Context: an optimization exercise on an open-source flow, tuned for small area, a short achievable clock period and few clock cycles per item. The choices shown serve that exercise and are no tape-out recipe.

== the baseline ==
==> flow/design.v <==
module sqrt_mult_system (
    input clk_i,
    input rst_i,
    input start_i,
    input [7:0] a_bi,
    input [7:0] b_bi,
    output [15:0] result,
    output done
);
    wire t_g1 = a_bi[1] & a_bi[0];
    wire t_p1 = a_bi[1] ^ a_bi[0];
    wire t_g2 = a_bi[2] & a_bi[1];
    wire t_p2 = a_bi[2] ^ a_bi[1];
    wire t_g3 = a_bi[3] & a_bi[2];
    wire t_p3 = a_bi[3] ^ a_bi[2];
    wire t_g4 = a_bi[4] & a_bi[3];
    wire t_p4 = a_bi[4] ^ a_bi[3];
    wire t_g5 = a_bi[5] & a_bi[4];
    wire t_p5 = a_bi[5] ^ a_bi[4];
    wire t_g6 = a_bi[6] & a_bi[5];
    wire t_p6 = a_bi[6] ^ a_bi[5];
    wire t_g7 = a_bi[7] & a_bi[6];
    wire t_p7 = a_bi[7] ^ a_bi[6];
    wire t_s0_1p = t_p1 & a_bi[0];
    wire t_s0_3g = t_g3 | (t_p3 & t_g2);
    wire t_s0_3p = t_p3 & t_p2;
    wire t_s0_5g = t_g5 | (t_p5 & t_g4);
    wire t_s0_5p = t_p5 & t_p4;
    wire t_s0_7g = t_g7 | (t_p7 & t_g6);
    wire t_s0_7p = t_p7 & t_p6;
    wire t_s1_2g = t_g2 | (t_p2 & t_g1);
    wire t_s1_2p = t_p2 & t_s0_1p;
    wire t_s1_3g = t_s0_3g | (t_s0_3p & t_g1);
    wire t_s1_3p = t_s0_3p & t_s0_1p;
    wire t_s1_6g = t_g6 | (t_p6 & t_s0_5g);
    wire t_s1_6p = t_p6 & t_s0_5p;
    wire t_s1_7g = t_s0_7g | (t_s0_7p & t_s0_5g);
    wire t_s1_7p = t_s0_7p & t_s0_5p;
    wire t_s2_4g = t_g4 | (t_p4 & t_s1_3g);
    wire t_s2_4p = t_p4 & t_s1_3p;
    wire t_s2_5g = t_s0_5g | (t_s0_5p & t_s1_3g);
    wire t_s2_5p = t_s0_5p & t_s1_3p;
    wire t_s2_6g = t_s1_6g | (t_s1_6p & t_s1_3g);
    wire t_s2_6p = t_s1_6p & t_s1_3p;
    wire t_s2_7g = t_s1_7g | (t_s1_7p & t_s1_3g);
    wire t_s2_7p = t_s1_7p & t_s1_3p;
    wire t_s3_8g = a_bi[7] & t_s2_7g;
    wire t_s3_8p = a_bi[7] & t_s2_7p;
    wire t_x2 = t_p2 ^ t_g1;
    wire t_x3 = t_p3 ^ t_s1_2g;
    wire t_x4 = t_p4 ^ t_s1_3g;
    wire t_x5 = t_p5 ^ t_s2_4g;
    wire t_x6 = t_p6 ^ t_s2_5g;
    wire t_x7 = t_p7 ^ t_s2_6g;
    wire t_x8 = a_bi[7] ^ t_s2_7g;
    wire c1 = b_bi >= 8'd1;
    wire c2 = b_bi >= 8'd4;
    wire c3 = b_bi >= 8'd9;
    wire c4 = b_bi >= 8'd16;
    wire c5 = b_bi >= 8'd25;
    wire c6 = b_bi >= 8'd36;
    wire c7 = b_bi >= 8'd49;
    wire c8 = b_bi >= 8'd64;
    wire c9 = b_bi >= 8'd81;
    wire c10 = b_bi >= 8'd100;
    wire c11 = b_bi >= 8'd121;
    wire c12 = b_bi >= 8'd144;
    wire c13 = b_bi >= 8'd169;
    wire c14 = b_bi >= 8'd196;
    wire c15 = b_bi >= 8'd225;
    wire le1 = (c1 & ~c2) | (c5 & ~c6) | (c9 & ~c10) | (c13 & ~c14);
    wire le2 = (c2 & ~c3) | (c6 & ~c7) | (c10 & ~c11) | (c14 & ~c15);
    wire le3 = (c3 & ~c4) | (c7 & ~c8) | (c11 & ~c12) | c15;
    wire he1 = c4 & ~c8;
    wire he2 = c8 & ~c12;
    wire lv0 = (le1 & a_bi[0]) | (le3 & a_bi[0]);
    wire lv1 = (le1 & a_bi[1]) | (le2 & a_bi[0]) | (le3 & t_p1);
    wire lv2 = (le1 & a_bi[2]) | (le2 & a_bi[1]) | (le3 & t_x2);
    wire lv3 = (le1 & a_bi[3]) | (le2 & a_bi[2]) | (le3 & t_x3);
    wire lv4 = (le1 & a_bi[4]) | (le2 & a_bi[3]) | (le3 & t_x4);
    wire lv5 = (le1 & a_bi[5]) | (le2 & a_bi[4]) | (le3 & t_x5);
    wire lv6 = (le1 & a_bi[6]) | (le2 & a_bi[5]) | (le3 & t_x6);
    wire lv7 = (le1 & a_bi[7]) | (le2 & a_bi[6]) | (le3 & t_x7);
    wire lv8 = (le2 & a_bi[7]) | (le3 & t_x8);
    wire lv9 = (le3 & t_s3_8g);
    wire hv0 = (he1 & a_bi[0]) | (c12 & a_bi[0]);
    wire hv1 = (he1 & a_bi[1]) | (he2 & a_bi[0]) | (c12 & t_p1);
    wire hv2 = (he1 & a_bi[2]) | (he2 & a_bi[1]) | (c12 & t_x2);
    wire hv3 = (he1 & a_bi[3]) | (he2 & a_bi[2]) | (c12 & t_x3);
    wire hv4 = (he1 & a_bi[4]) | (he2 & a_bi[3]) | (c12 & t_x4);
    wire hv5 = (he1 & a_bi[5]) | (he2 & a_bi[4]) | (c12 & t_x5);
    wire hv6 = (he1 & a_bi[6]) | (he2 & a_bi[5]) | (c12 & t_x6);
    wire hv7 = (he1 & a_bi[7]) | (he2 & a_bi[6]) | (c12 & t_x7);
    wire hv8 = (he2 & a_bi[7]) | (c12 & t_x8);
    wire hv9 = (c12 & t_s3_8g);
    wire fl_g0 = lv2 & hv0;
    wire fl_p0 = lv2 ^ hv0;
    wire fl_g1 = lv3 & hv1;
    wire fl_p1 = lv3 ^ hv1;
    wire fl_g2 = lv4 & hv2;
    wire fl_p2 = lv4 ^ hv2;
    wire fl_g3 = lv5 & hv3;
    wire fl_p3 = lv5 ^ hv3;
    wire fl_g4 = lv6 & hv4;
    wire fl_p4 = lv6 ^ hv4;
    wire fl_g5 = lv7 & hv5;
    wire fl_p5 = lv7 ^ hv5;
    wire fl_g6 = lv8 & hv6;
    wire fl_p6 = lv8 ^ hv6;
    wire fl_g7 = lv9 & hv7;
    wire fl_p7 = lv9 ^ hv7;
    wire fl_s0_1g = fl_g1 | (fl_p1 & fl_g0);
    wire fl_s0_1p = fl_p1 & fl_p0;
    wire fl_s0_3g = fl_g3 | (fl_p3 & fl_g2);
    wire fl_s0_3p = fl_p3 & fl_p2;
    wire fl_s0_5g = fl_g5 | (fl_p5 & fl_g4);
    wire fl_s0_5p = fl_p5 & fl_p4;
    wire fl_s0_7g = fl_g7 | (fl_p7 & fl_g6);
    wire fl_s0_7p = fl_p7 & fl_p6;
    wire fl_s1_2g = fl_g2 | (fl_p2 & fl_s0_1g);
    wire fl_s1_2p = fl_p2 & fl_s0_1p;
    wire fl_s1_3g = fl_s0_3g | (fl_s0_3p & fl_s0_1g);
    wire fl_s1_3p = fl_s0_3p & fl_s0_1p;
    wire fl_s1_6g = fl_g6 | (fl_p6 & fl_s0_5g);
    wire fl_s1_6p = fl_p6 & fl_s0_5p;
    wire fl_s1_7g = fl_s0_7g | (fl_s0_7p & fl_s0_5g);
    wire fl_s1_7p = fl_s0_7p & fl_s0_5p;
    wire fl_s2_4g = fl_g4 | (fl_p4 & fl_s1_3g);
    wire fl_s2_4p = fl_p4 & fl_s1_3p;
    wire fl_s2_5g = fl_s0_5g | (fl_s0_5p & fl_s1_3g);
    wire fl_s2_5p = fl_s0_5p & fl_s1_3p;
    wire fl_s2_6g = fl_s1_6g | (fl_s1_6p & fl_s1_3g);
    wire fl_s2_6p = fl_s1_6p & fl_s1_3p;
    wire fl_s2_7g = fl_s1_7g | (fl_s1_7p & fl_s1_3g);
    wire fl_s2_7p = fl_s1_7p & fl_s1_3p;
    wire fl_x1 = fl_p1 ^ fl_g0;
    wire fl_x2 = fl_p2 ^ fl_s0_1g;
    wire fl_x3 = fl_p3 ^ fl_s1_2g;
    wire fl_x4 = fl_p4 ^ fl_s1_3g;
    wire fl_x5 = fl_p5 ^ fl_s2_4g;
    wire fl_x6 = fl_p6 ^ fl_s2_5g;
    wire fl_x7 = fl_p7 ^ fl_s2_6g;
    reg        done_r;
    reg [9:0] res_lo;
    reg        cy_r;
    reg [1:0] up_hi;
    always @(posedge clk_i) begin
        done_r <= start_i & ~rst_i;
        res_lo <= {fl_x7, fl_x6, fl_x5, fl_x4, fl_x3, fl_x2, fl_x1, fl_p0, lv1, lv0};
        cy_r <= {fl_s2_7g};
        up_hi <= {hv9, hv8};
    end
    wire fu_gc = up_hi[0] & cy_r;
    wire fu_s0_1g = up_hi[1] & fu_gc;
    wire fu_s0_1p = up_hi[1] & up_hi[0];
    wire fu_x0 = up_hi[0] ^ cy_r;
    wire fu_x1 = up_hi[1] ^ fu_gc;
    assign result = {4'b0, fu_x1, fu_x0, res_lo};
    assign done   = done_r;
endmodule
==> flow/config.mk <==
export PLATFORM = sky130hd
export DESIGN_NAME = sqrt_mult_system
export DESIGN_NICKNAME = sqrt_mult_system
export VERILOG_FILES = /design/flow/design.v
export SDC_FILE = /design/flow/constraint.sdc
export NUM_CORES = 4
export LEC_CHECK = 0
export CAP_MARGIN = 20
export CORE_MARGIN = 2
export CORE_UTILIZATION = 40
export SETUP_SLACK_MARGIN = 2.2
export SLEW_MARGIN = 20
==> flow/constraint.sdc <==
create_clock -name core_clock -period 5.0 [get_ports {clk_i}]
set_input_delay 1.0000 -clock core_clock [delete_from_list [all_inputs] [get_ports {clk_i}]]
set_output_delay 1.0000 -clock core_clock [all_outputs]
set_load 0.01 [all_outputs]
standard.sh (not shown) runs the stock make flow with config.mk's settings and CLKGATE_MAP_FILE= SYNTH_SCRIPT=/design/flow/synth_recipe.tcl, a recipe that flattens the netlist after the stock synthesis.
==> flow/flow/run.sh <==
#!/bin/bash
# Layout flow: the standard ORFS flow, with two changes.
#  1. Synthesis is ORFS's own script (with the standard flow's -nofsm -noshare wrapper,
#     flatten and renaming, as in synth_recipe.tcl), but ABC maps with the
#     script in flow/abc.script and full/half adder extraction can be skipped.
#  2. The port buffers inserted during placement are buf cells instead of
#     the slow clkdlybuf cells that buffer_ports picks by default.
# Settings come from flow/params.sh. Each tool's output goes to its own log.
set -euo pipefail
HERE=$(pwd)
source "$HERE/flow/params.sh"
export MY_ABC_SCRIPT="$HERE/flow/abc.script"
export MY_NOFA
export BUFFER_PORTS_ARGS="-buffer_cell $PORT_BUFFER"
sed "s#SYNTH_SCRIPT=[^ ]*#SYNTH_SCRIPT=$HERE/flow/synth.tcl#" standard.sh > my_standard.sh
bash my_standard.sh finish > flow_make.log 2>&1
==> flow/flow/abc.script <==
strash
dch
map -D 2000
topo
stime -c
==> flow/flow/params.sh <==
MY_NOFA=1
PORT_BUFFER=sky130_fd_sc_hd__buf_1
==> flow/flow/synth.tcl <==
# synth_recipe.tcl with two hooks: abc runs flow/abc.script (MY_ABC_SCRIPT),
# and extract_fa is skipped when MY_NOFA is 1.
proc synth {args} { yosys synth -nofsm -noshare {*}$args }
proc abc {args} {
  set out {}
  set skip 0
  foreach a $args {
    if {$skip} { set skip 0; continue }
    if {$a eq "-script" || $a eq "-D"} { set skip 1; continue }
    lappend out $a
  }
  lappend out -script $::env(MY_ABC_SCRIPT)
  yosys abc {*}$out
}
if {$::env(MY_NOFA)} { proc extract_fa {args} {} }
source $::env(SCRIPTS_DIR)/synth.tcl
# left out here: clear keep_hierarchy, flatten, clean up, hide names made inside functions, write 1_2_yosys.v
Here is what was changed in the inputs of the candidate compared with the baseline.
--- a/flow/design.v
+++ b/flow/design.v
@@ -106,8 +106,4 @@
     wire fl_g5 = lv7 & hv5;
     wire fl_p5 = lv7 ^ hv5;
-    wire fl_g6 = lv8 & hv6;
-    wire fl_p6 = lv8 ^ hv6;
-    wire fl_g7 = lv9 & hv7;
-    wire fl_p7 = lv9 ^ hv7;
     wire fl_s0_1g = fl_g1 | (fl_p1 & fl_g0);
     wire fl_s0_1p = fl_p1 & fl_p0;
@@ -116,22 +112,12 @@
     wire fl_s0_5g = fl_g5 | (fl_p5 & fl_g4);
     wire fl_s0_5p = fl_p5 & fl_p4;
-    wire fl_s0_7g = fl_g7 | (fl_p7 & fl_g6);
-    wire fl_s0_7p = fl_p7 & fl_p6;
     wire fl_s1_2g = fl_g2 | (fl_p2 & fl_s0_1g);
     wire fl_s1_2p = fl_p2 & fl_s0_1p;
     wire fl_s1_3g = fl_s0_3g | (fl_s0_3p & fl_s0_1g);
     wire fl_s1_3p = fl_s0_3p & fl_s0_1p;
-    wire fl_s1_6g = fl_g6 | (fl_p6 & fl_s0_5g);
-    wire fl_s1_6p = fl_p6 & fl_s0_5p;
-    wire fl_s1_7g = fl_s0_7g | (fl_s0_7p & fl_s0_5g);
-    wire fl_s1_7p = fl_s0_7p & fl_s0_5p;
     wire fl_s2_4g = fl_g4 | (fl_p4 & fl_s1_3g);
     wire fl_s2_4p = fl_p4 & fl_s1_3p;
     wire fl_s2_5g = fl_s0_5g | (fl_s0_5p & fl_s1_3g);
     wire fl_s2_5p = fl_s0_5p & fl_s1_3p;
-    wire fl_s2_6g = fl_s1_6g | (fl_s1_6p & fl_s1_3g);
-    wire fl_s2_6p = fl_s1_6p & fl_s1_3p;
-    wire fl_s2_7g = fl_s1_7g | (fl_s1_7p & fl_s1_3g);
-    wire fl_s2_7p = fl_s1_7p & fl_s1_3p;
     wire fl_x1 = fl_p1 ^ fl_g0;
     wire fl_x2 = fl_p2 ^ fl_s0_1g;
@@ -139,22 +125,33 @@
     wire fl_x4 = fl_p4 ^ fl_s1_3g;
     wire fl_x5 = fl_p5 ^ fl_s2_4g;
-    wire fl_x6 = fl_p6 ^ fl_s2_5g;
-    wire fl_x7 = fl_p7 ^ fl_s2_6g;
     reg        done_r;
-    reg [9:0] res_lo;
+    reg [7:0] res_lo;
     reg        cy_r;
-    reg [1:0] up_hi;
+    reg [1:0] up_lo;
+    reg [3:0] up_hi;
     always @(posedge clk_i) begin
         done_r <= start_i & ~rst_i;
-        res_lo <= {fl_x7, fl_x6, fl_x5, fl_x4, fl_x3, fl_x2, fl_x1, fl_p0, lv1, lv0};
-        cy_r <= {fl_s2_7g};
-        up_hi <= {hv9, hv8};
+        res_lo <= {fl_x5, fl_x4, fl_x3, fl_x2, fl_x1, fl_p0, lv1, lv0};
+        cy_r <= {fl_s2_5g};
+        up_lo <= {lv9, lv8};
+        up_hi <= {hv9, hv8, hv7, hv6};
     end
-    wire fu_gc = up_hi[0] & cy_r;
-    wire fu_s0_1g = up_hi[1] & fu_gc;
-    wire fu_s0_1p = up_hi[1] & up_hi[0];
-    wire fu_x0 = up_hi[0] ^ cy_r;
-    wire fu_x1 = up_hi[1] ^ fu_gc;
-    assign result = {4'b0, fu_x1, fu_x0, res_lo};
+    wire fu_g0 = up_lo[0] & up_hi[0];
+    wire fu_p0 = up_lo[0] ^ up_hi[0];
+    wire fu_g1 = up_lo[1] & up_hi[1];
+    wire fu_p1 = up_lo[1] ^ up_hi[1];
+    wire fu_gc = fu_g0 | (fu_p0 & cy_r);
+    wire fu_s0_1g = fu_g1 | (fu_p1 & fu_gc);
+    wire fu_s0_1p = fu_p1 & fu_p0;
+    wire fu_s0_3p = up_hi[3] & up_hi[2];
+    wire fu_s1_2g = up_hi[2] & fu_s0_1g;
+    wire fu_s1_2p = up_hi[2] & fu_s0_1p;
+    wire fu_s1_3g = fu_s0_3p & fu_s0_1g;
+    wire fu_s1_3p = fu_s0_3p & fu_s0_1p;
+    wire fu_x0 = fu_p0 ^ cy_r;
+    wire fu_x1 = fu_p1 ^ fu_gc;
+    wire fu_x2 = up_hi[2] ^ fu_s0_1g;
+    wire fu_x3 = up_hi[3] ^ fu_s1_2g;
+    assign result = {4'b0, fu_x3, fu_x2, fu_x1, fu_x0, res_lo};
     assign done   = done_r;
 endmodule
- Between the candidate and the baseline, the fraction of area in clock buffers and inverters does not differ in any meaningful way.
- Changes observed in the candidate relative to the baseline: routed wire length lower, cell count lower, sequential cell count higher.
- For the shortest clock period the worst path allows after layout, the candidate came in 14 ps lower than the baseline did.
- Post-synthesis compound-gate area fraction was higher in the candidate than in the baseline.
- The candidate vs. the baseline: area occupied by registers went up by 14%.
- Proportion of cell area occupied by multi-input gates: the baseline and the candidate compared, higher one is the baseline
- In the tables for the baseline and the candidate, worst path required time reads lower with the candidate.
- The candidate: share of the clock period used by the worst path is 0.28 points lower than what the baseline reported.
No functional check of the RTL was part of any run of this note.

-- what the ideal ports hide --
How much do the figures lean on ideal ports? The routed layouts below were timed once more, with nothing changed but the port constraints. Step 1: set_driving_cell puts a clkbuf_16 on clk_i and a buf_2 on each other input, an assumption about the parent block. Step 2 also shifts input and output timing later by t, the mid clock arrival at the registers, as if the neighbouring blocks saw the same clock. a / b / c = no drivers / after step 1 / after step 2; a / b = the first two.
| run | t, ns | setup WS [ns] | worst register clock-pin slew, ns | worst slew at a driven data input, ns |
|---|---|---|---|---|
| the baseline | 0.285 | 1.817 / 1.805 / 1.519 | 0.07 / 0.07 | 0.04 |
| the candidate | 0.294 | 1.831 / 1.820 / 1.526 | 0.08 / 0.08 | 0.05 |
After both steps setup and hold are still met in every run listed. The setup slack of the candidate, which loses most, moves by -0.011 ns with the drivers and by -0.305 ns with both steps.
